Context: an optimization exercise on an open-source flow, tuned for small area, a short achievable clock period and few clock cycles per item. The choices shown serve that exercise and are no tape-out recipe.
Only simulation tests tie the RTL to the original design; equivalence was not proved.

==> flow/design.v <==
module fpu_mul_comb (
    input  logic [15:0] x,
    input  logic [15:0] y,
    output logic [15:0] product,
    output logic        underflag,
    output logic        overflag
);
    logic [21:10] p;
    logic signed [6:0] e;
    logic        s;
    fpu_mant_mul mm (.fa(x[9:0]), .fb(y[9:0]), .p(p));
    always_comb begin
        s = x[15] ^ y[15];
        e = $signed({2'b00, x[14:10]}) + $signed({2'b00, y[14:10]}) - 7'sd15 + (p[21] ? 7'sd1 : 7'sd0);
        overflag  = (e >= 7'sd31);
        underflag = (e <= 7'sd0);
        if (overflag)
            product = {s, 5'b11111, 10'd0};
        else if (underflag)
            product = {s, 5'b00000, 10'd0};
        else
            product = {s, e[4:0], p[21] ? p[20:11] : p[19:10]};
    end
endmodule
module fpu_mant_mul (
    input  logic [9:0]  fa,
    input  logic [9:0]  fb,
    output logic [21:10] p
);
    logic t1, t2, t3, t4, t5, t6, t7, t8, t9, t10, t11, t12, t13, t14, t15, t16, t17, t18, t19, t20, t21, t22, t23, t24, t25, t26, t27, t28, t29, t30, t31, t32, t33, t34, t35, t36, t37, t38, t39, t40, t41, t42, t43, t44, t45, t46, t47, t48, t49, t50, t51, t52, t53, t54, t55, t56, t57, t58, t59, t60, t61, t62, t63, t64, t65, t66, t67, t68, t69, t70, t71, t72, t73, t74, t75, t76, t77, t78, t79, t80, t81, t82, t83, t84, t85, t86, t87, t88, t89, t90, t91, t92, t93, t94, t95, t96, t97, t98, t99, t100, t101, t102, t103, t104, t105, t106, t107, t108, t109, t110, t111, t112, t113, t114, t115, t116, t117, t118, t119, t120, t121, t122, t123, t124, t125, t126, t127, t128, t129, t130, t131, t132, t133, t134, t135, t136, t137, t138, t139, t140, t141, t142, t143, t144, t145, t146, t147, t148, t149, t150, t151, t152, t153, t154, t155, t156, t157, t158, t159, t160, t161, t162, t163, t164, t165, t166, t167, t168, t169, t170, t171, t172, t173, t174, t175, t176, t177, t178, t179, t180, t181, t182, t183, t184, t185, t186, t187, t188, t189, t190, t191, t192, t193, t194, t195, t196, t197, t198, t199, t200, t201, t202, t203, t204, t205, t206, t207, t208, t209, t210, t211;
    assign t1 = (fa[0] & fb[9]) ^ (fa[1] & fb[8]);
    assign t2 = (fa[0] & fb[9]) & (fa[1] & fb[8]);
    assign t3 = (fa[1] & fb[9]) ^ (fa[2] & fb[8]) ^ (fa[3] & fb[7]);
    assign t4 = ((fa[1] & fb[9]) & (fa[2] & fb[8])) | ((fa[3] & fb[7]) & ((fa[1] & fb[9]) ^ (fa[2] & fb[8])));
    assign t5 = (fa[4] & fb[6]) ^ (fa[5] & fb[5]);
    assign t6 = (fa[4] & fb[6]) & (fa[5] & fb[5]);
    assign t7 = (fa[2] & fb[9]) ^ (fa[3] & fb[8]) ^ (fa[4] & fb[7]);
    assign t8 = ((fa[2] & fb[9]) & (fa[3] & fb[8])) | ((fa[4] & fb[7]) & ((fa[2] & fb[9]) ^ (fa[3] & fb[8])));
    assign t9 = (fa[5] & fb[6]) ^ (fa[6] & fb[5]);
    assign t10 = (fa[5] & fb[6]) & (fa[6] & fb[5]);
    assign t11 = (fa[3] & fb[9]) ^ (fa[4] & fb[8]) ^ (fa[5] & fb[7]);
    assign t12 = ((fa[3] & fb[9]) & (fa[4] & fb[8])) | ((fa[5] & fb[7]) & ((fa[3] & fb[9]) ^ (fa[4] & fb[8])));
    assign t13 = (fa[0] & fb[6]) ^ (fa[1] & fb[5]);
    assign t14 = (fa[0] & fb[6]) & (fa[1] & fb[5]);
    assign t15 = (fa[0] & fb[7]) ^ (fa[1] & fb[6]) ^ (fa[2] & fb[5]);
    assign t16 = ((fa[0] & fb[7]) & (fa[1] & fb[6])) | ((fa[2] & fb[5]) & ((fa[0] & fb[7]) ^ (fa[1] & fb[6])));
    assign t17 = (fa[3] & fb[4]) ^ (fa[4] & fb[3]);
    assign t18 = (fa[3] & fb[4]) & (fa[4] & fb[3]);
    assign t19 = (fa[0] & fb[8]) ^ (fa[1] & fb[7]) ^ (fa[2] & fb[6]);
    assign t20 = ((fa[0] & fb[8]) & (fa[1] & fb[7])) | ((fa[2] & fb[6]) & ((fa[0] & fb[8]) ^ (fa[1] & fb[7])));
    assign t21 = (fa[3] & fb[5]) ^ (fa[4] & fb[4]) ^ (fa[5] & fb[3]);
    assign t22 = ((fa[3] & fb[5]) & (fa[4] & fb[4])) | ((fa[5] & fb[3]) & ((fa[3] & fb[5]) ^ (fa[4] & fb[4])));
    assign t23 = (fa[6] & fb[2]) ^ (fa[7] & fb[1]);
    assign t24 = (fa[6] & fb[2]) & (fa[7] & fb[1]);
    assign t25 = t1 ^ (fa[2] & fb[7]) ^ (fa[3] & fb[6]);
    assign t26 = (t1 & (fa[2] & fb[7])) | ((fa[3] & fb[6]) & (t1 ^ (fa[2] & fb[7])));
    assign t27 = (fa[4] & fb[5]) ^ (fa[5] & fb[4]) ^ (fa[6] & fb[3]);
    assign t28 = ((fa[4] & fb[5]) & (fa[5] & fb[4])) | ((fa[6] & fb[3]) & ((fa[4] & fb[5]) ^ (fa[5] & fb[4])));
    assign t29 = (fa[7] & fb[2]) ^ (fa[8] & fb[1]) ^ (fa[9] & fb[0]);
    assign t30 = ((fa[7] & fb[2]) & (fa[8] & fb[1])) | ((fa[9] & fb[0]) & ((fa[7] & fb[2]) ^ (fa[8] & fb[1])));
    assign t31 = t2 ^ t3 ^ t5;
    assign t32 = (t2 & t3) | (t5 & (t2 ^ t3));
    assign t33 = (fa[6] & fb[4]) ^ (fa[7] & fb[3]) ^ (fa[8] & fb[2]);
    assign t34 = ((fa[6] & fb[4]) & (fa[7] & fb[3])) | ((fa[8] & fb[2]) & ((fa[6] & fb[4]) ^ (fa[7] & fb[3])));
    assign t35 = (fa[9] & fb[1]) ^ fa[0] ^ fb[0];
    assign t36 = ((fa[9] & fb[1]) & fa[0]) | (fb[0] & ((fa[9] & fb[1]) ^ fa[0]));
    assign t37 = t4 ^ t6 ^ t7;
    assign t38 = (t4 & t6) | (t7 & (t4 ^ t6));
    assign t39 = t9 ^ (fa[7] & fb[4]) ^ (fa[8] & fb[3]);
    assign t40 = (t9 & (fa[7] & fb[4])) | ((fa[8] & fb[3]) & (t9 ^ (fa[7] & fb[4])));
    assign t41 = (fa[9] & fb[2]) ^ fa[1] ^ fb[1];
    assign t42 = ((fa[9] & fb[2]) & fa[1]) | (fb[1] & ((fa[9] & fb[2]) ^ fa[1]));
    assign t43 = t8 ^ t10 ^ t11;
    assign t44 = (t8 & t10) | (t11 & (t8 ^ t10));
    assign t45 = (fa[6] & fb[6]) ^ (fa[7] & fb[5]) ^ (fa[8] & fb[4]);
    assign t46 = ((fa[6] & fb[6]) & (fa[7] & fb[5])) | ((fa[8] & fb[4]) & ((fa[6] & fb[6]) ^ (fa[7] & fb[5])));
    assign t47 = (fa[9] & fb[3]) ^ fa[2] ^ fb[2];
    assign t48 = ((fa[9] & fb[3]) & fa[2]) | (fb[2] & ((fa[9] & fb[3]) ^ fa[2]));
    assign t49 = t12 ^ (fa[4] & fb[9]) ^ (fa[5] & fb[8]);
    assign t50 = (t12 & (fa[4] & fb[9])) | ((fa[5] & fb[8]) & (t12 ^ (fa[4] & fb[9])));
    assign t51 = (fa[6] & fb[7]) ^ (fa[7] & fb[6]) ^ (fa[8] & fb[5]);
    assign t52 = ((fa[6] & fb[7]) & (fa[7] & fb[6])) | ((fa[8] & fb[5]) & ((fa[6] & fb[7]) ^ (fa[7] & fb[6])));
    assign t53 = (fa[9] & fb[4]) ^ fa[3] ^ fb[3];
    assign t54 = ((fa[9] & fb[4]) & fa[3]) | (fb[3] & ((fa[9] & fb[4]) ^ fa[3]));
    assign t55 = (fa[5] & fb[9]) ^ (fa[6] & fb[8]) ^ (fa[7] & fb[7]);
    assign t56 = ((fa[5] & fb[9]) & (fa[6] & fb[8])) | ((fa[7] & fb[7]) & ((fa[5] & fb[9]) ^ (fa[6] & fb[8])));
    assign t57 = (fa[8] & fb[6]) ^ (fa[9] & fb[5]) ^ fa[4];
    assign t58 = ((fa[8] & fb[6]) & (fa[9] & fb[5])) | (fa[4] & ((fa[8] & fb[6]) ^ (fa[9] & fb[5])));
    assign t59 = (fa[6] & fb[9]) ^ (fa[7] & fb[8]) ^ (fa[8] & fb[7]);
    assign t60 = ((fa[6] & fb[9]) & (fa[7] & fb[8])) | ((fa[8] & fb[7]) & ((fa[6] & fb[9]) ^ (fa[7] & fb[8])));
    assign t61 = (fa[0] & fb[4]) ^ (fa[1] & fb[3]);
    assign t62 = (fa[0] & fb[4]) & (fa[1] & fb[3]);
    assign t63 = (fa[0] & fb[5]) ^ (fa[1] & fb[4]) ^ (fa[2] & fb[3]);
    assign t64 = ((fa[0] & fb[5]) & (fa[1] & fb[4])) | ((fa[2] & fb[3]) & ((fa[0] & fb[5]) ^ (fa[1] & fb[4])));
    assign t65 = (fa[3] & fb[2]) ^ (fa[4] & fb[1]);
    assign t66 = (fa[3] & fb[2]) & (fa[4] & fb[1]);
    assign t67 = t13 ^ (fa[2] & fb[4]) ^ (fa[3] & fb[3]);
    assign t68 = (t13 & (fa[2] & fb[4])) | ((fa[3] & fb[3]) & (t13 ^ (fa[2] & fb[4])));
    assign t69 = (fa[4] & fb[2]) ^ (fa[5] & fb[1]) ^ (fa[6] & fb[0]);
    assign t70 = ((fa[4] & fb[2]) & (fa[5] & fb[1])) | ((fa[6] & fb[0]) & ((fa[4] & fb[2]) ^ (fa[5] & fb[1])));
    assign t71 = t14 ^ t15 ^ t17;
    assign t72 = (t14 & t15) | (t17 & (t14 ^ t15));
    assign t73 = (fa[5] & fb[2]) ^ (fa[6] & fb[1]) ^ (fa[7] & fb[0]);
    assign t74 = ((fa[5] & fb[2]) & (fa[6] & fb[1])) | ((fa[7] & fb[0]) & ((fa[5] & fb[2]) ^ (fa[6] & fb[1])));
    assign t75 = t16 ^ t18 ^ t19;
    assign t76 = (t16 & t18) | (t19 & (t16 ^ t18));
    assign t77 = t21 ^ t23 ^ (fa[8] & fb[0]);
    assign t78 = (t21 & t23) | ((fa[8] & fb[0]) & (t21 ^ t23));
    assign t79 = t20 ^ t22 ^ t24;
    assign t80 = (t20 & t22) | (t24 & (t20 ^ t22));
    assign t81 = t25 ^ t27 ^ t29;
    assign t82 = (t25 & t27) | (t29 & (t25 ^ t27));
    assign t83 = t26 ^ t28 ^ t30;
    assign t84 = (t26 & t28) | (t30 & (t26 ^ t28));
    assign t85 = t31 ^ t33 ^ t35;
    assign t86 = (t31 & t33) | (t35 & (t31 ^ t33));
    assign t87 = t32 ^ t34 ^ t36;
    assign t88 = (t32 & t34) | (t36 & (t32 ^ t34));
    assign t89 = t37 ^ t39 ^ t41;
    assign t90 = (t37 & t39) | (t41 & (t37 ^ t39));
    assign t91 = t38 ^ t40 ^ t42;
    assign t92 = (t38 & t40) | (t42 & (t38 ^ t40));
    assign t93 = t43 ^ t45 ^ t47;
    assign t94 = (t43 & t45) | (t47 & (t43 ^ t45));
    assign t95 = t44 ^ t46 ^ t48;
    assign t96 = (t44 & t46) | (t48 & (t44 ^ t46));
    assign t97 = t49 ^ t51 ^ t53;
    assign t98 = (t49 & t51) | (t53 & (t49 ^ t51));
    assign t99 = t50 ^ t52 ^ t54;
    assign t100 = (t50 & t52) | (t54 & (t50 ^ t52));
    assign t101 = t55 ^ t57 ^ fb[4];
    assign t102 = (t55 & t57) | (fb[4] & (t55 ^ t57));
    assign t103 = t56 ^ t58 ^ t59;
    assign t104 = (t56 & t58) | (t59 & (t56 ^ t58));
    assign t105 = (fa[9] & fb[6]) ^ fa[5] ^ fb[5];
    assign t106 = ((fa[9] & fb[6]) & fa[5]) | (fb[5] & ((fa[9] & fb[6]) ^ fa[5]));
    assign t107 = t60 ^ (fa[7] & fb[9]) ^ (fa[8] & fb[8]);
    assign t108 = (t60 & (fa[7] & fb[9])) | ((fa[8] & fb[8]) & (t60 ^ (fa[7] & fb[9])));
    assign t109 = (fa[9] & fb[7]) ^ fa[6] ^ fb[6];
    assign t110 = ((fa[9] & fb[7]) & fa[6]) | (fb[6] & ((fa[9] & fb[7]) ^ fa[6]));
    assign t111 = (fa[8] & fb[9]) ^ (fa[9] & fb[8]) ^ fa[7];
    assign t112 = ((fa[8] & fb[9]) & (fa[9] & fb[8])) | (fa[7] & ((fa[8] & fb[9]) ^ (fa[9] & fb[8])));
    assign t113 = (fa[0] & fb[3]) ^ (fa[1] & fb[2]);
    assign t114 = (fa[0] & fb[3]) & (fa[1] & fb[2]);
    assign t115 = t61 ^ (fa[2] & fb[2]) ^ (fa[3] & fb[1]);
    assign t116 = (t61 & (fa[2] & fb[2])) | ((fa[3] & fb[1]) & (t61 ^ (fa[2] & fb[2])));
    assign t117 = t62 ^ t63 ^ t65;
    assign t118 = (t62 & t63) | (t65 & (t62 ^ t63));
    assign t119 = t64 ^ t66 ^ t67;
    assign t120 = (t64 & t66) | (t67 & (t64 ^ t66));
    assign t121 = t68 ^ t70 ^ t71;
    assign t122 = (t68 & t70) | (t71 & (t68 ^ t70));
    assign t123 = t72 ^ t74 ^ t75;
    assign t124 = (t72 & t74) | (t75 & (t72 ^ t74));
    assign t125 = t76 ^ t78 ^ t79;
    assign t126 = (t76 & t78) | (t79 & (t76 ^ t78));
    assign t127 = t80 ^ t82 ^ t83;
    assign t128 = (t80 & t82) | (t83 & (t80 ^ t82));
    assign t129 = t84 ^ t86 ^ t87;
    assign t130 = (t84 & t86) | (t87 & (t84 ^ t86));
    assign t131 = t88 ^ t90 ^ t91;
    assign t132 = (t88 & t90) | (t91 & (t88 ^ t90));
    assign t133 = t92 ^ t94 ^ t95;
    assign t134 = (t92 & t94) | (t95 & (t92 ^ t94));
    assign t135 = t96 ^ t98 ^ t99;
    assign t136 = (t96 & t98) | (t99 & (t96 ^ t98));
    assign t137 = t100 ^ t102 ^ t103;
    assign t138 = (t100 & t102) | (t103 & (t100 ^ t102));
    assign t139 = t104 ^ t106 ^ t107;
    assign t140 = (t104 & t106) | (t107 & (t104 ^ t106));
    assign t141 = t108 ^ t110 ^ t111;
    assign t142 = (t108 & t110) | (t111 & (t108 ^ t110));
    assign t143 = t112 ^ (fa[9] & fb[9]) ^ fa[8];
    assign t144 = (t112 & (fa[9] & fb[9])) | (fa[8] & (t112 ^ (fa[9] & fb[9])));
    assign t145 = (fa[0] & fb[2]) ^ (fa[1] & fb[1]);
    assign t146 = (fa[0] & fb[2]) & (fa[1] & fb[1]);
    assign t147 = t113 ^ (fa[2] & fb[1]) ^ (fa[3] & fb[0]);
    assign t148 = (t113 & (fa[2] & fb[1])) | ((fa[3] & fb[0]) & (t113 ^ (fa[2] & fb[1])));
    assign t149 = t114 ^ t115 ^ (fa[4] & fb[0]);
    assign t150 = (t114 & t115) | ((fa[4] & fb[0]) & (t114 ^ t115));
    assign t151 = t116 ^ t117 ^ (fa[5] & fb[0]);
    assign t152 = (t116 & t117) | ((fa[5] & fb[0]) & (t116 ^ t117));
    assign t153 = t118 ^ t119 ^ t69;
    assign t154 = (t118 & t119) | (t69 & (t118 ^ t119));
    assign t155 = t120 ^ t121 ^ t73;
    assign t156 = (t120 & t121) | (t73 & (t120 ^ t121));
    assign t157 = t122 ^ t123 ^ t77;
    assign t158 = (t122 & t123) | (t77 & (t122 ^ t123));
    assign t159 = t124 ^ t125 ^ t81;
    assign t160 = (t124 & t125) | (t81 & (t124 ^ t125));
    assign t161 = t126 ^ t127 ^ t85;
    assign t162 = (t126 & t127) | (t85 & (t126 ^ t127));
    assign t163 = t128 ^ t129 ^ t89;
    assign t164 = (t128 & t129) | (t89 & (t128 ^ t129));
    assign t165 = t130 ^ t131 ^ t93;
    assign t166 = (t130 & t131) | (t93 & (t130 ^ t131));
    assign t167 = t132 ^ t133 ^ t97;
    assign t168 = (t132 & t133) | (t97 & (t132 ^ t133));
    assign t169 = t134 ^ t135 ^ t101;
    assign t170 = (t134 & t135) | (t101 & (t134 ^ t135));
    assign t171 = t136 ^ t137 ^ t105;
    assign t172 = (t136 & t137) | (t105 & (t136 ^ t137));
    assign t173 = t138 ^ t139 ^ t109;
    assign t174 = (t138 & t139) | (t109 & (t138 ^ t139));
    assign t175 = t140 ^ t141 ^ fb[7];
    assign t176 = (t140 & t141) | (fb[7] & (t140 ^ t141));
    assign t177 = t142 ^ t143 ^ fb[8];
    assign t178 = (t142 & t143) | (fb[8] & (t142 ^ t143));
    assign t179 = t144 ^ fa[9] ^ fb[9];
    assign t180 = (t144 & fa[9]) | (fb[9] & (t144 ^ fa[9]));
    assign t181 = (fa[0] & fb[1]) & (fa[1] & fb[0]);
    assign t182 = (t145 & (fa[2] & fb[0])) | (t181 & (t145 | (fa[2] & fb[0])));
    assign t183 = (t146 & t147) | (t182 & (t146 | t147));
    assign t184 = (t148 & t149) | (t183 & (t148 | t149));
    assign t185 = (t150 & t151) | (t184 & (t150 | t151));
    assign t186 = (t152 & t153) | (t185 & (t152 | t153));
    assign t187 = (t154 & t155) | (t186 & (t154 | t155));
    assign t188 = (t156 & t157) | (t187 & (t156 | t157));
    assign t189 = (t158 & t159) | (t188 & (t158 | t159));
    assign t190 = t160 ^ t161 ^ t189;
    assign t191 = (t160 & t161) | (t189 & (t160 ^ t161));
    assign t192 = t162 ^ t163 ^ t191;
    assign t193 = (t162 & t163) | (t191 & (t162 ^ t163));
    assign t194 = t164 ^ t165 ^ t193;
    assign t195 = (t164 & t165) | (t193 & (t164 ^ t165));
    assign t196 = t166 ^ t167 ^ t195;
    assign t197 = (t166 & t167) | (t195 & (t166 ^ t167));
    assign t198 = t168 ^ t169 ^ t197;
    assign t199 = (t168 & t169) | (t197 & (t168 ^ t169));
    assign t200 = t170 ^ t171 ^ t199;
    assign t201 = (t170 & t171) | (t199 & (t170 ^ t171));
    assign t202 = t172 ^ t173 ^ t201;
    assign t203 = (t172 & t173) | (t201 & (t172 ^ t173));
    assign t204 = t174 ^ t175 ^ t203;
    assign t205 = (t174 & t175) | (t203 & (t174 ^ t175));
    assign t206 = t176 ^ t177 ^ t205;
    assign t207 = (t176 & t177) | (t205 & (t176 ^ t177));
    assign t208 = t178 ^ t179 ^ t207;
    assign t209 = (t178 & t179) | (t207 & (t178 ^ t179));
    assign t210 = t180 ^ 1'b1 ^ t209;
    assign t211 = (t180 & 1'b1) | (t209 & (t180 ^ 1'b1));
    assign p[10] = t190;
    assign p[11] = t192;
    assign p[12] = t194;
    assign p[13] = t196;
    assign p[14] = t198;
    assign p[15] = t200;
    assign p[16] = t202;
    assign p[17] = t204;
    assign p[18] = t206;
    assign p[19] = t208;
    assign p[20] = t210;
    assign p[21] = t211;
endmodule
module fpu_div_row (
    input  logic [10:0] r,
    input  logic [10:0] d,
    output logic        q,
    output logic [10:0] rn
);
    logic [11:0] a, b, g, t, G, T, Gn, Tn, bin;
    always_comb begin
        a = {r, 1'b0};
        b = {1'b0, d};
        g = ~a & b;
        t = ~a | b;
        G = g;
        T = t;
        for (int s = 1; s < 12; s = s * 2) begin
            Gn = G;
            Tn = T;
            for (int i = 0; i < 12; i++) begin
                if ((i / s) % 2 == 1) begin
                    Gn[i] = G[i] | (T[i] & G[(i / s) * s - 1]);
                    Tn[i] = T[i] & T[(i / s) * s - 1];
                end
            end
            G = Gn;
            T = Tn;
        end
        bin = {G[10:0], 1'b0};
        q   = ~G[11];
        rn  = a[10:0] ^ ({11{q}} & (b[10:0] ^ bin[10:0]));
    end
endmodule
module fpu_div_pre #(parameter int K = 6) (
    input  logic [15:0]  x,
    input  logic [15:0]  y,
    output logic [K-1:0] qhi,      
    output logic [10:0]  rem,
    output logic         sign,
    output logic [4:0]   exp,
    output logic         overflag,
    output logic         underflag
);
    logic [10:0] ma, mb;
    logic [10:0] r [0:K-1];
    logic signed [6:0] e;
    assign ma = {1'b1, x[9:0]};
    assign mb = {1'b1, y[9:0]};
    assign qhi[K-1] = (ma >= mb);
    assign r[0] = qhi[K-1] ? ma - mb : ma;
    for (genvar i = 1; i < K; i++) begin : g_row
        fpu_div_row row (.r(r[i-1]), .d(mb), .q(qhi[K-1-i]), .rn(r[i]));
    end
    assign rem = r[K-1];
    always_comb begin
        sign = x[15] ^ y[15];
        e = $signed({2'b00, x[14:10]}) - $signed({2'b00, y[14:10]}) + 7'sd14 + (qhi[K-1] ? 7'sd1 : 7'sd0);
        overflag  = (e >= 7'sd31);
        underflag = (e <= 7'sd0);
        exp = e[4:0];
    end
endmodule
module fpu_div_post #(parameter int K = 6) (
    input  logic [K-1:0] qhi,
    input  logic [10:0]  rem,
    input  logic [9:0]   fb,
    input  logic         sign,
    input  logic [4:0]   exp,
    input  logic         overflag,
    input  logic         underflag,
    output logic [15:0]  quotient
);
    logic [10:0] mb;
    logic [11:0] q;
    logic [10:0] r [0:12-K];
    assign mb = {1'b1, fb};
    assign q[11:12-K] = qhi;
    assign r[0] = rem;
    for (genvar i = 1; i <= 12 - K; i++) begin : g_row
        fpu_div_row row (.r(r[i-1]), .d(mb), .q(q[12-K-i]), .rn(r[i]));
    end
    always_comb begin
        if (overflag)
            quotient = {sign, 5'b11111, 10'd0};
        else if (underflag)
            quotient = {sign, 5'b00000, 10'd0};
        else
            quotient = {sign, exp, q[11] ? q[10:1] : q[9:0]};
    end
endmodule
module fpu_add_pre (
    input  logic [15:0] x,
    input  logic [15:0] y,
    output logic [11:0] m,       
    output logic [4:0]  eb,      
    output logic        sb       
);
    logic        xbig;
    logic [4:0]  es;
    logic [9:0]  fb, fs;
    logic [10:0] msh;
    logic [4:0]  d;
    always_comb begin
        xbig = (x[14:0] >= y[14:0]);
        {sb, eb, fb} = xbig ? x : y;
        {es, fs}     = xbig ? y[14:0] : x[14:0];
        d    = eb - es;
        msh  = {1'b1, fs} >> d;
        m    = (x[15] ^ y[15]) ? ({1'b0, 1'b1, fb} - {1'b0, msh}) : ({1'b0, 1'b1, fb} + {1'b0, msh});
    end
endmodule
module fpu_add_post (
    input  logic [11:0] m,
    input  logic [4:0]  eb,
    input  logic        sb,
    output logic [15:0] sum,
    output logic        exc
);
    logic [3:0]  lzc;
    logic [11:0] mn;
    logic signed [6:0] e;
    always_comb begin
        lzc = 4'd0;
        for (int i = 0; i <= 11; i++)
            if (m[i]) lzc = 4'(11 - i);
        mn = m << lzc;
        e  = $signed({2'b00, eb}) + 7'sd1 - $signed({3'b000, lzc});
        if (m == 12'd0) begin
            sum = 16'd0;
            exc = 1'b0;
        end else if (e >= 7'sd31) begin
            sum = {sb, 5'b11111, 10'd0};
            exc = 1'b1;
        end else if (e <= 7'sd0) begin
            sum = {sb, 5'b00000, 10'd0};
            exc = 1'b1;
        end else begin
            sum = {sb, e[4:0], mn[10:1]};
            exc = 1'b0;
        end
    end
endmodule
module fpu_top (
  input logic   clk,
  input logic   reset,
  input logic [15:0] a,
  input logic [15:0] b,
  output logic [15:0] quotient,product,sum,
  input logic start,
  output logic [4:0]  flags,
  output logic valid
);
localparam int K = 6;    
logic [15:0]  prod_d;
logic [11:0]  add_m_d;
logic [4:0]   add_e_d;
logic         add_s_d;
logic         mul_un_d, mul_ov_d;
logic [K-1:0] qhi_d;
logic [10:0]  rem_d;
logic         qsign_d, qov_d, qun_d;
logic [4:0]   qexp_d;
fpu_add_pre add_pre (.x(a), .y(b), .m(add_m_d), .eb(add_e_d), .sb(add_s_d));
fpu_mul_comb mult (.x(a), .y(b), .product(prod_d), .underflag(mul_un_d), .overflag(mul_ov_d));
fpu_div_pre #(.K(K)) div_pre (
    .x(a), .y(b), .qhi(qhi_d), .rem(rem_d), .sign(qsign_d), .exp(qexp_d),
    .overflag(qov_d), .underflag(qun_d)
);
logic [11:0]  add_m_q;
logic [4:0]   add_e_q;
logic         add_s_q, add_exc;
logic [14:0]  prod_q;
logic         mul_un_q, mul_ov_q;
logic [K-1:0] qhi_q;
logic [10:0]  rem_q;
logic [9:0]   fb_q;
logic         qsign_q, qov_q, qun_q;
logic [4:0]   qexp_q;
always_ff @(posedge clk) begin
    if (start) begin
        add_m_q   <= add_m_d;
        add_e_q   <= add_e_d;
        add_s_q   <= add_s_d;
        prod_q    <= prod_d[14:0];
        mul_un_q  <= mul_un_d;
        mul_ov_q  <= mul_ov_d;
        qhi_q     <= qhi_d;
        rem_q     <= rem_d;
        fb_q      <= b[9:0];
        qsign_q   <= qsign_d;
        qexp_q    <= qexp_d;
        qov_q     <= qov_d;
        qun_q     <= qun_d;
    end
end
always_ff @(posedge clk or negedge reset) begin
    if (!reset)
        valid <= 1'b0;
    else if (start)
        valid <= 1'b1;
end
fpu_div_post #(.K(K)) div_post (
    .qhi(qhi_q), .rem(rem_q), .fb(fb_q), .sign(qsign_q), .exp(qexp_q),
    .overflag(qov_q), .underflag(qun_q), .quotient(quotient)
);
fpu_add_post add_post (.m(add_m_q), .eb(add_e_q), .sb(add_s_q), .sum(sum), .exc(add_exc));
assign product = {qsign_q, prod_q};    
assign flags   = {add_exc, qov_q, qun_q, mul_un_q, mul_ov_q};
endmodule
==> flow/flow/run.sh <==
#!/bin/bash
# Own flow: the standard layout (standard.sh), with two changes:
#  - synthesis maps the logic with ABC's area-oriented mapper (flow/abc_area.script:
#    strash; dch; map -a) instead of ORFS's ABC script; everything else in synthesis,
#    including flip-flop mapping, flattening and renaming, is the standard flow's own script;
#  - port buffers are sky130_fd_sc_hd__buf_2 cells.
set -euo pipefail
W=$PWD
# ORFS synth.tcl with the ABC script replaced, right after its preamble.
sed "s|^source \$::env(SCRIPTS_DIR)/synth_preamble.tcl\$|&\nset abc_args [lreplace \$abc_args 1 1 $W/flow/abc_area.script]|" \
    "$FLOW_HOME/scripts/synth.tcl" > "$W/own_synth.tcl"
grep -q "own\|abc_area.script" "$W/own_synth.tcl"
sed "s|source \$::env(SCRIPTS_DIR)/synth.tcl|source $W/own_synth.tcl|" synth_recipe.tcl > "$W/own_synth_recipe.tcl"
grep -q own_synth.tcl "$W/own_synth_recipe.tcl"
sed -e "s|SYNTH_SCRIPT=[^ ]*|SYNTH_SCRIPT=$W/own_synth_recipe.tcl 'BUFFER_PORTS_ARGS=-buffer_cell sky130_fd_sc_hd__buf_2' SETUP_SLACK_MARGIN=27|" standard.sh > "$W/own_standard.sh"
grep -q own_synth_recipe.tcl "$W/own_standard.sh"
bash "$W/own_standard.sh" > "$W/own_flow.log" 2>&1
==> flow/flow/abc_area.script <==
strash
dch
map -a
topo
stime -c
==> flow/standard.sh <==
#!/bin/bash
# synth_recipe.tcl (not shown) runs the flow's synth.tcl, then flattens the netlist and writes it again
# the make line also repeats each setting of config.mk as NAME=value (left out here)
make -C /OpenROAD-flow-scripts/flow DESIGN_CONFIG=/design/flow/config.mk WORK_HOME=/design/flow/orfs CLKGATE_MAP_FILE= SYNTH_SCRIPT=/design/flow/synth_recipe.tcl "${@:-finish}"
==> flow/config.mk <==
export PLATFORM = sky130hd
export DESIGN_NAME = fpu_top
export DESIGN_NICKNAME = fpu_top
export VERILOG_FILES = /design/flow/design.v
export SDC_FILE = /design/flow/constraint.sdc
export NUM_CORES = 4
export LEC_CHECK = 0
export ABC_AREA = 1
export CAP_MARGIN = 20
export CORE_MARGIN = 2
export CORE_UTILIZATION = 60
export CTS_BUF_LIST = sky130_fd_sc_hd__clkbuf_8
export PLACE_DENSITY = 0.75
export SLEW_MARGIN = 20
==> flow/constraint.sdc <==
create_clock -name core_clock -period 45.0 [get_ports {clk}]
set_input_delay 9.0000 -clock core_clock [delete_from_list [all_inputs] [get_ports {clk}]]
set_output_delay 9.0000 -clock core_clock [all_outputs]
set_load 0.01 [all_outputs]
==> impl_metrics.ini, run 1 <==
[yosys]
ys_seq_area_frac = 0.166
ys.flop_type = edfxtp_1
synth.distinct_cells = 44
synthCells = 1865
synth-edff-count = 70
ys_ff_latch = 71
synth_area_sq_mm = 0.0128
syn-num-nets = 2057
avgSynthCellArea_sq_um = 6.85
yosys_warnings = 11
ys_async_sr_fraction = 0.0141

[setup_path]
path_common_cell = nand2_1
slowest_delay_ns = 0.34
crit_path_max_fanout = 19
start_kind = input pin
worstPathArrival_ns = 18.13
worst_setup_path_end_kind = flip-flop
worstSetupPathType = in2reg
crit_required_ns = 45.12
crit_slowest_cell = ha_2

[timing]
slew_viol_final = 0
fin_hold_ws_ns = 0.476
fin_skew_ns = 0
fin_crit_sh = 0.400
worst_slew_margin_rel = 0.270
setup_viol = 0
fmax_mhz = 55.5
worst_slew_pin_slew_ns = 1.09
min_period_ns = 18.01
fin_tns_setup_ns = 0
fin_ws_ns = 26.99
rsz0062_at_grt = false
hold_viol_final = 0

[global_routing]
antenna_found_initial = 0
busiest_layer = met2
grt_first_pass_wirelength_um = 55900
globalRouteMet2Util = 0.522
met1_usage = 0.409
gr-usage-all-layers = 0.308
grt_max_degree = 72
grt_overflow_total = 0
grt_pass1_vias = 12000
met3_usage = 0.0399

[clock_network]
path_clk_slew_ns = 0.09
clockBufferDepth = 2
cts_root_buf = clkbuf_8
cts_max_level = 3
cts_tree = done
clk_latency_ns = 0.36
cts_buffers = 9
cts.sinks = 71
postCtsHoldBufs = 0

[place]
hpwl_um = 26200
gp_congestion = 0.966
post-place-ws_ns = 24.39
port_buffers = 88

[route]
via_per_inst = 5.75
ant_nets = 0
drt-total-wl_um = 37900
vias = 13500
avgRoutedWirePerCell_um = 16.1
drt_first_pass_iters = 5
post-route-drc-count = 0
drt-initial-drc-count = 1009

[floorplanning]
ios = 89
fp.dieArea_sq_mm = 0.0225
row_count = 53
coreArea_sq_mm = 0.0210
start_util = 0.610
die_y_um = 150
die_w_um = 150

[finish]
finalNetCount = 2263
postLayoutCoreUtil = 0.746
diodes = 0
fill_cells = 1620
areaGrowthSynthToFinish_pct = 22.3
drive_gt1_frac = 0.208

[flow_run]
cap_violations = 0

[status]
status = finished clean

[hold_path]
hold_class = reg2reg
-- worst max-delay path: cells and delay by family --
family,cells,cell delay [ns]
AO/OA/AOI/OAI,14,2.27
XOR/XNOR,6,1.24
adder cells (fa/ha/maj),1,0.34
buffers and inverters,15,1.76
AND/OR/NAND/NOR,28,3.49
-- state kept, by name (all words and copies together), names as in the netlist, 5 cells and up --
| signal | count |
|---|---|
| add_e_q | 5 |
| add_m_q | 12 |
| fb_q | 10 |
| prod_q | 15 |
| qexp_q | 5 |
| qhi_q | 6 |
| rem_q | 11 |
-- layout make-up --
cell class / count / area (sq um) / area share
Timing Repair Buffer: 195 / 1350 / 0.0862
Multi-Input combinational cell: 1506 / 10400 / 0.663
Clock inverter: 7 / 77.6 / 0.00496
Clock buffer: 9 / 124 / 0.00792
Sequential cell: 71 / 2130 / 0.136
Timing Repair inverter: 4 / 20.0 / 0.00128
Inverter: 284 / 1220 / 0.0782
Tap cell: 275 / 344 / 0.0220
-- path summary, 6_finish.rpt --
| kind | slack (ns) | end | cells past startpoint | from |
|---|---|---|---|---|
| min reg2reg | 0.48 | valid$_DFFE_PN0P_ | 1 | valid$_DFFE_PN0P_ |
| min | 0.48 | valid$_DFFE_PN0P_ | 1 | valid$_DFFE_PN0P_ |
| min in group asynchronous | 8.40 | valid$_DFFE_PN0P_ | 1 | reset |
| max | 26.99 | rem_q[9]$_DFFE_PP_ | 64 | b[6] |
| max reg2reg | 44.22 | valid$_DFFE_PN0P_ | 1 | valid$_DFFE_PN0P_ |
| max in group asynchronous | 36.52 | valid$_DFFE_PN0P_ | 1 | reset |
-- kinds of logic (layout without fill, tap and decap cells) --
group                      count (synthesis)  count (layout)  share of synthesized area
xor gates and xnor gates                 179             179                      0.123
DFF                                       71              71                      0.166
muxes                                     10              10                    0.00793
and+or+nand+nor                          808             811                      0.251
buffers and inverters                    291             499                     0.0875
AOI/OAI and AO/OA                        347             347                      0.153
adders and majority gates                159             159                      0.211
-- synth_stat cells, types with 9 or more instances --
cell type	instances	area, sq um
clkinv_1	284	1070
o211ai_1	18	135
xnor2_1	39	342
nand3_1	65	325
edfxtp_1	70	2100
ha_1	62	776
fa_1	95	1900
mux2i_1	9	90.1
a211oi_1	10	75.1
o21ai_0	172	861
nand2_1	390	1460
xor2_1	140	1230
nor2_1	301	1130
nor3_1	30	150
a21oi_1	94	470
-- cell usage in the layout, fill, tap and decap left out, drive strengths merged, types with 6 or more instances in the layout --
cell and instances:
nand2 390, nor2 301, clkinv 247, buf 190, o21ai 172, xor2 140, fa 95, a21oi 94
edfxtp 70, nand3 68, ha 62, inv 43, xnor2 39, nor3 30, o211ai 18, clkbuf 14
a211oi 10, mux2i 9, or2 8, o221ai 7, a31oi 7, o31ai 6, a22oi 6, nor4 6
-- metal layers --
| metal | routed length (um) | vias up |
|---|---|---|
| met5 | 0 | - |
| met4 | 1460 | 0 |
| met3 | 2900 | 137 |
| met2 | 18500 | 573 |
| met1 | 15100 | 6336 |
| li1 | - | 6476 |
-- what timing repair did --
item                       4_1_cts  5_1_grt
setup endpoints to repair       32       30
resized for setup              109      214
cloned                           1        6
buffers inserted                29       73
pin swaps                       17       75
-- per-stage QoR --
stage | cells | cell area (sq um)
2_1_floorplan | 1865 | 12800
3_3_place_gp | 2226 | 13600
3_5_place_dp | 2226 | 13600
4_1_cts | 2272 | 14300
5_1_grt | 2351 | 15600
6_report | 2351 | 15600
Testbench counts, summed over its fixed seeds: cycles 8,000, ops 8,000.
==> run 2, diff against run 1 <==
--- a/flow/flow/run.sh
+++ b/flow/flow/run.sh
@@ -12,6 +12,6 @@
 grep -q "own\|abc_area.script" "$W/own_synth.tcl"
 sed "s|source \$::env(SCRIPTS_DIR)/synth.tcl|source $W/own_synth.tcl|" synth_recipe.tcl > "$W/own_synth_recipe.tcl"
 grep -q own_synth.tcl "$W/own_synth_recipe.tcl"
-sed -e "s|SYNTH_SCRIPT=[^ ]*|SYNTH_SCRIPT=$W/own_synth_recipe.tcl 'BUFFER_PORTS_ARGS=-buffer_cell sky130_fd_sc_hd__buf_2' SETUP_SLACK_MARGIN=27|" standard.sh > "$W/own_standard.sh"
+sed -e "s|SYNTH_SCRIPT=[^ ]*|SYNTH_SCRIPT=$W/own_synth_recipe.tcl 'BUFFER_PORTS_ARGS=-buffer_cell sky130_fd_sc_hd__buf_2' SETUP_SLACK_MARGIN=26|" standard.sh > "$W/own_standard.sh"
 grep -q own_synth_recipe.tcl "$W/own_standard.sh"
 bash "$W/own_standard.sh" > "$W/own_flow.log" 2>&1
--- a/flow/config.mk
+++ b/flow/config.mk
@@ -9,6 +9,5 @@
 export CAP_MARGIN = 20
 export CORE_MARGIN = 2
 export CORE_UTILIZATION = 60
-export CTS_BUF_LIST = sky130_fd_sc_hd__clkbuf_8
 export PLACE_DENSITY = 0.75
 export SLEW_MARGIN = 20
==> run 2 against run 1 <==
Compared with the run above: die area did not move; final area fell by 6.1%; register-to-register slack barely moved; still clean; non-clock buffer count fell by 58; maximum frequency fell by 1.9%; critical path depth fell by 2; global-route usage fell by 0.35 points; utilization fell by 4.5 points; wire length fell by 8.4%.
==> impl_metrics.ini, run 2 <==
[status]
status = finished clean

[floorplanning]
start_util = 0.610
coreArea_sq_mm = 0.0210
die_w_um = 150
die_y_um = 150
ios = 89
row_count = 53
fp.dieArea_sq_mm = 0.0225

[clock_network]
clk_latency_ns = 0.34
cts.sinks = 71
path_clk_slew_ns = 0.07
postCtsHoldBufs = 0
cts_max_level = 3
cts_root_buf = clkbuf_16
cts_tree = done
cts_buffers = 9
clockBufferDepth = 2

[yosys]
synth.distinct_cells = 44
ys_async_sr_fraction = 0.0141
yosys.area.top_type_share = 0.164
yosysTopAreaCell = edfxtp_1
synth-edff-count = 70
synth_area_leaders = edfxtp_1 (16%), fa_1 (15%), nand2_1 (11%), xor2_1 (9.6%), nor2_1 (8.8%)
ys_ff_latch = 71
yosys_warnings = 11
ys_seq_area_frac = 0.166
synth_area_sq_mm = 0.0128
synth_common_cells = nand2_1 (390), nor2_1 (301), clkinv_1 (284)
syn-num-nets = 2057
synthCells = 1865
ys.flop_type = edfxtp_1
avgSynthCellArea_sq_um = 6.85
post-synth-top-count-cell = nand2_1

[timing]
fin_skew_ns = 0
min_period_ns = 18.36
worst_slew_margin_rel = 0.323
fin_tns_setup_ns = 0
rsz0062_at_grt = true
hold_viol_final = 0
slew_viol_final = 0
setup_viol = 0
worst_slew_pin_slew_ns = 1.01
fmax_mhz = 54.5
fin_crit_sh = 0.408

[route]
vias = 12900
ant_nets = 0
via_per_inst = 5.62
post-route-drc-count = 0
avgRoutedWirePerCell_um = 15.2
drt_first_pass_iters = 5
drt-initial-drc-count = 946
drt-total-wl_um = 34700

[global_routing]
grt_overflow_total = 0
antenna_found_initial = 0
gr-usage-all-layers = 0.304
grt_max_degree = 72
grt_pass1_vias = 11700
grt_first_pass_wirelength_um = 55100

[finish]
fin_area_sq_mm = 0.0147
areaGrowthSynthToFinish_pct = 14.9
finalNetCount = 2204
mostFrequentLayoutCell = nand2_1
fill_cells = 1807
diodes = 0
largest_reg_flops = 15
top_register = prod_q
layout_common_cells = nand2_1 (380), nor2_1 (296), clkinv_1 (257)
layout.cells.non_filler = 2292
largestRegisters = prod_q: 15 flops, add_m_q: 12 flops, rem_q: 11 flops
drive_gt1_frac = 0.126

[setup_path]
crit_slowest_cell = xnor2_1
worstPathArrival_ns = 18.46
crit_required_ns = 45.10
path_common_cell = nand2_1
crit_path_max_fanout = 19
slowest_delay_ns = 0.49
worstSetupPathType = in2reg
start_kind = input pin
worst_setup_path_end_kind = flip-flop

[place]
gp_congestion = 0.966
placed_area_sq_mm = 0.0136
port_buffers = 88
hpwl_um = 26200
place_inst = 2226

[flow_run]
cap_violations = 0

[hold_path]
hold_class = reg2reg
==> run 2: cell counts after synthesis <==
Identical to the previous run, type by type.
==> run 2: kinds of logic after synthesis <==
| kind of cell | Yosys count | share of synthesized area |
|---|---|---|
| xor+xnor | 179 | 0.123 |
| compound gates | 347 | 0.153 |
| flops | 71 | 0.166 |
| fa+ha+maj | 159 | 0.211 |
| buf+inv | 291 | 0.0875 |
| simple gates | 808 | 0.251 |
| mux | 10 | 0.00793 |
==> run 2: final cells by class <==
| type | instances | area (sq um) | share of cell area |
|---|---|---|---|
| clock inverter | 7 | 77.6 | 0.00528 |
| timing repair inverter | 4 | 27.5 | 0.00187 |
| tap | 275 | 344 | 0.0234 |
| timing repair buffer | 137 | 850 | 0.0578 |
| inverter | 284 | 1170 | 0.0795 |
| multi-input combinational | 1505 | 9870 | 0.672 |
| clock buffer | 9 | 225 | 0.0153 |
| sequential | 71 | 2130 | 0.145 |
==> run 2: routing by layer <==
metal / share of wire / routed length (um) / track usage / up-vias
li1: - / - / - / 6368
met1: 0.42 / 14600 / 0.407 / 6009
met2: 0.48 / 16800 / 0.515 / 422
met3: 0.068 / 2380 / 0.0445 / 74
met4: 0.025 / 883 / 0.0863 / 0
met5: 0 / 0 / 0 / -
==> run 2: through the flow <==
stage / setup slack (ns) / hold WS, ns / utilization
finish: 26.64 / 0.470 / 0.701
global route: 25.81 / 0.500 / 0.701
CTS: 26.07 / 0.482 / 0.669
detailed placement: 24.39 / 0.470 / 0.647
global placement: 24.94 / 0.448 / 0.647
floorplan: 27.11 / 0.512 / -
==> run 2: worst paths after layout <==
check / slack (ns) / startpoint / cells past startpoint / endpoint
hold / removal: 0.47 / valid$_DFFE_PN0P_ / 1 / valid$_DFFE_PN0P_
min in group asynchronous: 8.42 / reset / 1 / valid$_DFFE_PN0P_
max in group asynchronous: 36.49 / reset / 1 / valid$_DFFE_PN0P_
setup / recovery: 26.64 / b[6] / 62 / rem_q[7]$_DFFE_PP_
hold reg to reg: 0.47 / valid$_DFFE_PN0P_ / 1 / valid$_DFFE_PN0P_
setup reg to reg: 44.22 / valid$_DFFE_PN0P_ / 1 / valid$_DFFE_PN0P_
==> run 2: critical path, delay by kind of cell <==
family | cells | cell delay [ns]
compound gates | 15 | 2.65
xor+xnor | 5 | 1.20
fa+ha+maj | 1 | 0.39
buf+inv | 14 | 1.88
simple gates | 27 | 3.29
==> run 2: timing repair <==
action                                  in CTS  in global routing
pin swaps                                    1                 18
gates cloned                                 1                  5
setup buffers                                4                 40
gates resized for setup                     50                103
endpoints found under the setup margin      17                 18
==> run 3, diff against run 2 <==
--- a/flow/config.mk
+++ b/flow/config.mk
@@ -9,5 +9,6 @@
 export CAP_MARGIN = 20
 export CORE_MARGIN = 2
 export CORE_UTILIZATION = 60
+export CTS_BUF_LIST = sky130_fd_sc_hd__clkbuf_8
 export PLACE_DENSITY = 0.75
 export SLEW_MARGIN = 20
==> run 3 against run 2 <==
Compared with the run above: maximum frequency is 0.23% higher; sequential cell count stayed put; worst hold slack better by 0.0049 ns; die area stayed put; critical path depth stayed put; wire length is 0.40% lower; sequential share of layout area is 0.11 points higher; utilization is 0.54 points lower; setup slack better by 0.043 ns; highest routed layer unchanged.
==> impl_metrics.ini, run 3 <==
[global_routing]
grt_overflow_total = 0
antenna_found_initial = 0
gr-usage-all-layers = 0.303
grt_pass1_vias = 11700
grt_first_pass_wirelength_um = 54900
grt_max_degree = 72

[timing]
min_period_ns = 18.32
fmax_mhz = 54.6
fin_crit_sh = 0.407
slew_viol_final = 0
fin_skew_ns = 0
worst_slew_margin_rel = 0.310
rsz0062_at_grt = false
setup_viol = 0
worst_slew_pin_slew_ns = 1.03
hold_viol_final = 0
fin_tns_setup_ns = 0

[finish]
diodes = 0
fin_area_sq_mm = 0.0146
finalNetCount = 2204
layout_common_cells = nand2_1 (380), nor2_1 (296), clkinv_1 (257)
fill_cells = 1823
drive_gt1_frac = 0.126
largestRegisters = prod_q: 15 flops, add_m_q: 12 flops, rem_q: 11 flops
top_register = prod_q
largest_reg_flops = 15
layout.cells.non_filler = 2292
areaGrowthSynthToFinish_pct = 14.0
mostFrequentLayoutCell = nand2_1

[clock_network]
postCtsHoldBufs = 0
cts_max_level = 3
cts.sinks = 71
path_clk_slew_ns = 0.07
clockBufferDepth = 2
cts_tree = done
clk_latency_ns = 0.36
cts_buffers = 9
cts_root_buf = clkbuf_8

[place]
gp_congestion = 0.966
place_inst = 2226
placed_area_sq_mm = 0.0136
hpwl_um = 26200
port_buffers = 88

[route]
post-route-drc-count = 0
vias = 12900
avgRoutedWirePerCell_um = 15.1
via_per_inst = 5.63
drt-total-wl_um = 34600
ant_nets = 0
drt-initial-drc-count = 880
drt_first_pass_iters = 5

[floorplanning]
die_y_um = 150
ios = 89
start_util = 0.610
coreArea_sq_mm = 0.0210
die_w_um = 150
fp.dieArea_sq_mm = 0.0225
row_count = 53

[setup_path]
worstPathArrival_ns = 18.44
start_kind = input pin
worstSetupPathType = in2reg
crit_slowest_cell = xnor2_1
worst_setup_path_end_kind = flip-flop
crit_required_ns = 45.12
path_common_cell = nand2_1
crit_path_max_fanout = 20
cp_num_buf_inv = 14
critical-path-top-delay-family = simple AND/OR/NAND/NOR gates
slowest_delay_ns = 0.49

[yosys]
syn-num-nets = 2057
yosys_warnings = 11
yosys.area.top_type_share = 0.164
yosysTopAreaCell = edfxtp_1
synth_area_leaders = edfxtp_1 (16%), fa_1 (15%), nand2_1 (11%), xor2_1 (9.6%), nor2_1 (8.8%)
post-synth-top-count-cell = nand2_1
ys_async_sr_fraction = 0.0141
synth.distinct_cells = 44
synth-edff-count = 70
avgSynthCellArea_sq_um = 6.85
synth_common_cells = nand2_1 (390), nor2_1 (301), clkinv_1 (284)
ys_seq_area_frac = 0.166
synthCells = 1865
synth_area_sq_mm = 0.0128
ys_ff_latch = 71
ys.flop_type = edfxtp_1

[status]
status = finished clean

[flow_run]
cap_violations = 0

[hold_path]
hold_class = reg2reg
==> run 3: cell counts after synthesis <==
Identical to the previous run, type by type.
==> run 3: cell families (layout without fill, tap and decap cells) <==
group                      count (synthesis)  count (layout)  share of synthesized area
AOI/OAI and AO/OA                        347             347                      0.153
DFF                                       71              71                      0.166
muxes                                     10              10                    0.00793
adders and majority gates                159             159                      0.211
and+or+nand+nor                          808             810                      0.251
xor gates and xnor gates                 179             179                      0.123
buffers and inverters                    291             441                     0.0875
==> run 3: metrics by stage <==
step            util  hold WS (ns)  setup slack [ns]
4_1_cts        0.664         0.486             26.03
5_1_grt        0.696         0.505             25.84
6_report       0.696         0.475             26.68
3_3_place_gp   0.647         0.448             24.94
3_5_place_dp   0.647         0.470             24.39
2_1_floorplan      -         0.512             27.11
==> run 3: per-layer routing <==
metal	GRT usage	up-vias	routed length (um)
li1	-	6366	-
met1	0.406	6003	14500
met2	0.513	456	16800
met3	0.0390	72	2520
met4	0.0906	0	814
met5	0	-	0
==> run 3: timing repair <==
action,in CTS,in global routing
setup buffers,4,41
endpoints found under the setup margin,15,18
pin swaps,1,18
hold endpoints to repair,0,0
resized for setup,50,98
cloned,1,4
==> run 3: final cells by class <==
cell class              count  area, sq um  share of cell area
clock buffers               9          124             0.00850
clock inverters             7         77.6             0.00532
inverters                 284         1160              0.0799
multi-input cells        1505         9870               0.677
flip-flops and latches     71         2130               0.146
well taps                 275          344              0.0236
repair buffers            138          850              0.0583
repair inverters            3         22.5             0.00155
==> run 3: worst paths after layout <==
path                                        start            endpoint  slack, ns  cells past startpoint
worst max register to register  valid$_DFFE_PN0P_   valid$_DFFE_PN0P_      44.22                      1
max in group asynchronous                   reset   valid$_DFFE_PN0P_      36.52                      1
worst max-delay path                         b[9]  rem_q[1]$_DFFE_PP_      26.68                     62
worst min-delay path            valid$_DFFE_PN0P_   valid$_DFFE_PN0P_       0.48                      1
min in group asynchronous                   reset   valid$_DFFE_PN0P_       8.40                      1
worst min register to register  valid$_DFFE_PN0P_   valid$_DFFE_PN0P_       0.48                      1
==> run 4, diff against run 3 <==
--- a/flow/config.mk
+++ b/flow/config.mk
@@ -8,7 +8,7 @@
 export ABC_AREA = 1
 export CAP_MARGIN = 20
 export CORE_MARGIN = 2
-export CORE_UTILIZATION = 60
+export CORE_UTILIZATION = 70
 export CTS_BUF_LIST = sky130_fd_sc_hd__clkbuf_8
-export PLACE_DENSITY = 0.75
+export PLACE_DENSITY = 0.85
 export SLEW_MARGIN = 20
==> run 4 against run 3 <==
Compared with the run above: maximum frequency fell by 1.3%; still clean on timing, DRC and antenna; area after synthesis did not move; sequential cell count unchanged; critical path depth rose by 4; highest routed layer unchanged; non-clock buffer count is 2 lower; synthesized cell count stayed put; register-to-register slack barely moved.
==> impl_metrics.ini, run 4 <==
[status]
status = finished clean

[floorplanning]
start_util = 0.712
fp.dieArea_sq_mm = 0.0194
ios = 89
die_w_um = 139
coreArea_sq_mm = 0.0180
row_count = 49
die_y_um = 139

[clock_network]
clk_latency_ns = 0.37
cts_buffers = 9
cts.sinks = 71
cts_tree = done
path_clk_slew_ns = 0.08
clockBufferDepth = 2
cts_root_buf = clkbuf_8
cts_max_level = 3

[timing]
fin_skew_ns = 0
rsz0062_at_grt = true
fin_ws_ns = 26.44
min_period_ns = 18.56
fmax_mhz = 53.9
fin_crit_sh = 0.413
slew_viol_final = 0
fin_tns_setup_ns = 0
setup_viol = 0
worst_slew_pin_slew_ns = 1.12
hold_viol_final = 0
worst_slew_margin_rel = 0.252

[finish]
postLayoutCoreUtil = 0.807
top_register = prod_q
finalNetCount = 2204
largestRegisters = prod_q: 15 flops, add_m_q: 12 flops, rem_q: 11 flops
largest_reg_flops = 15
layout.cells.non_filler = 2246
drive_gt1_frac = 0.125
areaGrowthSynthToFinish_pct = 13.4
layout_common_cells = nand2_1 (381), nor2_1 (295), clkinv_1 (259)
mostFrequentLayoutCell = nand2_1
diodes = 0

[global_routing]
antenna_found_initial = 0
grt_max_degree = 72
grt_first_pass_wirelength_um = 57100
grt_pass1_vias = 12400
grt_overflow_total = 0
gr-usage-all-layers = 0.358

[setup_path]
cp_num_buf_inv = 18
start_kind = input pin
crit_slowest_cell = o31ai_2
crit_required_ns = 45.12
worst_setup_path_end_kind = flip-flop
crit_path_max_fanout = 13
slowest_delay_ns = 0.37
worstPathArrival_ns = 18.69
critical-path-top-delay-family = simple AND/OR/NAND/NOR gates
path_common_cell = nand2_1
worstSetupPathType = in2reg

[route]
drt-total-wl_um = 36100
vias = 13400
drt_first_pass_iters = 9
wl_met1_um = 14000
ant_nets = 0
routed.top_layer = met4
via_per_inst = 5.97
wl_met3_um = 2880
post-route-drc-count = 0
met2_length_um = 17400
avgRoutedWirePerCell_um = 16.1
drt-initial-drc-count = 971

[yosys]
yosys_warnings = 11
ys_ff_latch = 71
synthCells = 1865
synth_area_leaders = edfxtp_1 (16%), fa_1 (15%), nand2_1 (11%), xor2_1 (9.6%), nor2_1 (8.8%)
ys_seq_area_frac = 0.166
synth-edff-count = 70
synth_area_sq_mm = 0.0128
syn-num-nets = 2057
synth_common_cells = nand2_1 (390), nor2_1 (301), clkinv_1 (284)
ys.flop_type = edfxtp_1
yosysTopAreaCell = edfxtp_1
post-synth-top-count-cell = nand2_1
ys_async_sr_fraction = 0.0141
avgSynthCellArea_sq_um = 6.85
synth.distinct_cells = 44
yosys.area.top_type_share = 0.164

[place]
post-place-ws_ns = 24.42
hpwl_um = 26700
gp_congestion = 0.983
place_inst = 2182
port_buffers = 88

[hold_path]
hold_class = reg2reg

[flow_run]
cap_violations = 0
run 4: cell counts after synthesis:
Identical to the previous run, type by type.
run 4: through the flow:
step,hold WS [ns],instance area (sq um)
after floorplan,0.512,12800
after global placement,0.447,13500
after detailed placement,0.453,13500
after CTS,0.471,13800
after global routing,0.483,14500
final,0.469,14500
run 4: cells by family (layout without fill, tap and decap cells):
group / count (synthesis) / count (layout) / share of synthesized area
buf+inv: 291 / 441 / 0.0875
compound gates: 347 / 347 / 0.153
xor+xnor: 179 / 179 / 0.123
flops: 71 / 71 / 0.166
simple gates: 808 / 810 / 0.251
fa+ha+maj: 159 / 159 / 0.211
mux: 10 / 10 / 0.00793
run 4: path summary, 6_finish.rpt:
| check | from | endpoint | slack [ns] | cells after the start |
|---|---|---|---|---|
| setup / recovery | b[1] | rem_q[8]$_DFFE_PP_ | 26.44 | 66 |
| max in group asynchronous | reset | valid$_DFFE_PN0P_ | 36.53 | 1 |
| min in group asynchronous | reset | valid$_DFFE_PN0P_ | 8.39 | 1 |
| hold reg to reg | valid$_DFFE_PN0P_ | valid$_DFFE_PN0P_ | 0.47 | 1 |
| setup reg to reg | valid$_DFFE_PN0P_ | valid$_DFFE_PN0P_ | 44.23 | 1 |
| hold / removal | valid$_DFFE_PN0P_ | valid$_DFFE_PN0P_ | 0.47 | 1 |
run 4: what timing repair did:
item	in CTS	in global routing
setup buffers	1	40
pin swaps	1	19
gates cloned	0	7
gates resized for setup	42	97
setup endpoints to repair	15	24
hold buffers	0	0
run 4: layer usage:
metal,GRT usage,vias up
li1,-,6369
met1,0.453,6250
met2,0.624,633
met3,0.0439,151
met4,0.153,0
met5,0,-
run 4: layout make-up:
type                            count  area, sq um
Timing Repair inverter              5         37.5
Inverter                          284         1150
Sequential cell                    71         2130
Clock buffer                        9          124
Multi-Input combinational cell   1505         9870
Clock inverter                      7         47.5
Fill cell                        1289         3470
Timing Repair Buffer              136          850
Tap cell                          229          287

[what the ideal ports hide]
How much do the figures lean on ideal ports? The routed layouts below were timed once more, with nothing changed but the port constraints. Step 1 assumes that a clkbuf_16 drives the clock port and a buf_2 every other input. Step 2, shift: input delay + t, output delay - t, t = (earliest + latest rising clock arrival at the registers) / 2. This alone moves slack from input paths to output paths. Slacks: ideal / step 1 / step 2; pairs: ideal / step 1.
run | t (ns) | setup slack, ns | worst setup path after step 2 | clock arrival spread, ns | slew at the worst register clock pin (ns)
run 1 | 0.410 | 26.993 / 26.984 / 26.574 | input to register | 0.017 / 0.017 | 0.09 / 0.09
run 2 | 0.395 | 26.639 / 26.663 / 26.269 | input to register | 0.015 / 0.015 | 0.07 / 0.07
run 3 | 0.412 | 26.681 / 26.703 / 26.291 | input to register | 0.017 / 0.018 | 0.09 / 0.09
run 4 | 0.418 | 26.437 / 26.455 / 26.037 | input to register | 0.019 / 0.019 | 0.10 / 0.10
After both steps every run listed still meets setup and hold. For run 1, which loses most, drivers alone change the setup slack by -0.009 ns; drivers and shift together by -0.419 ns.
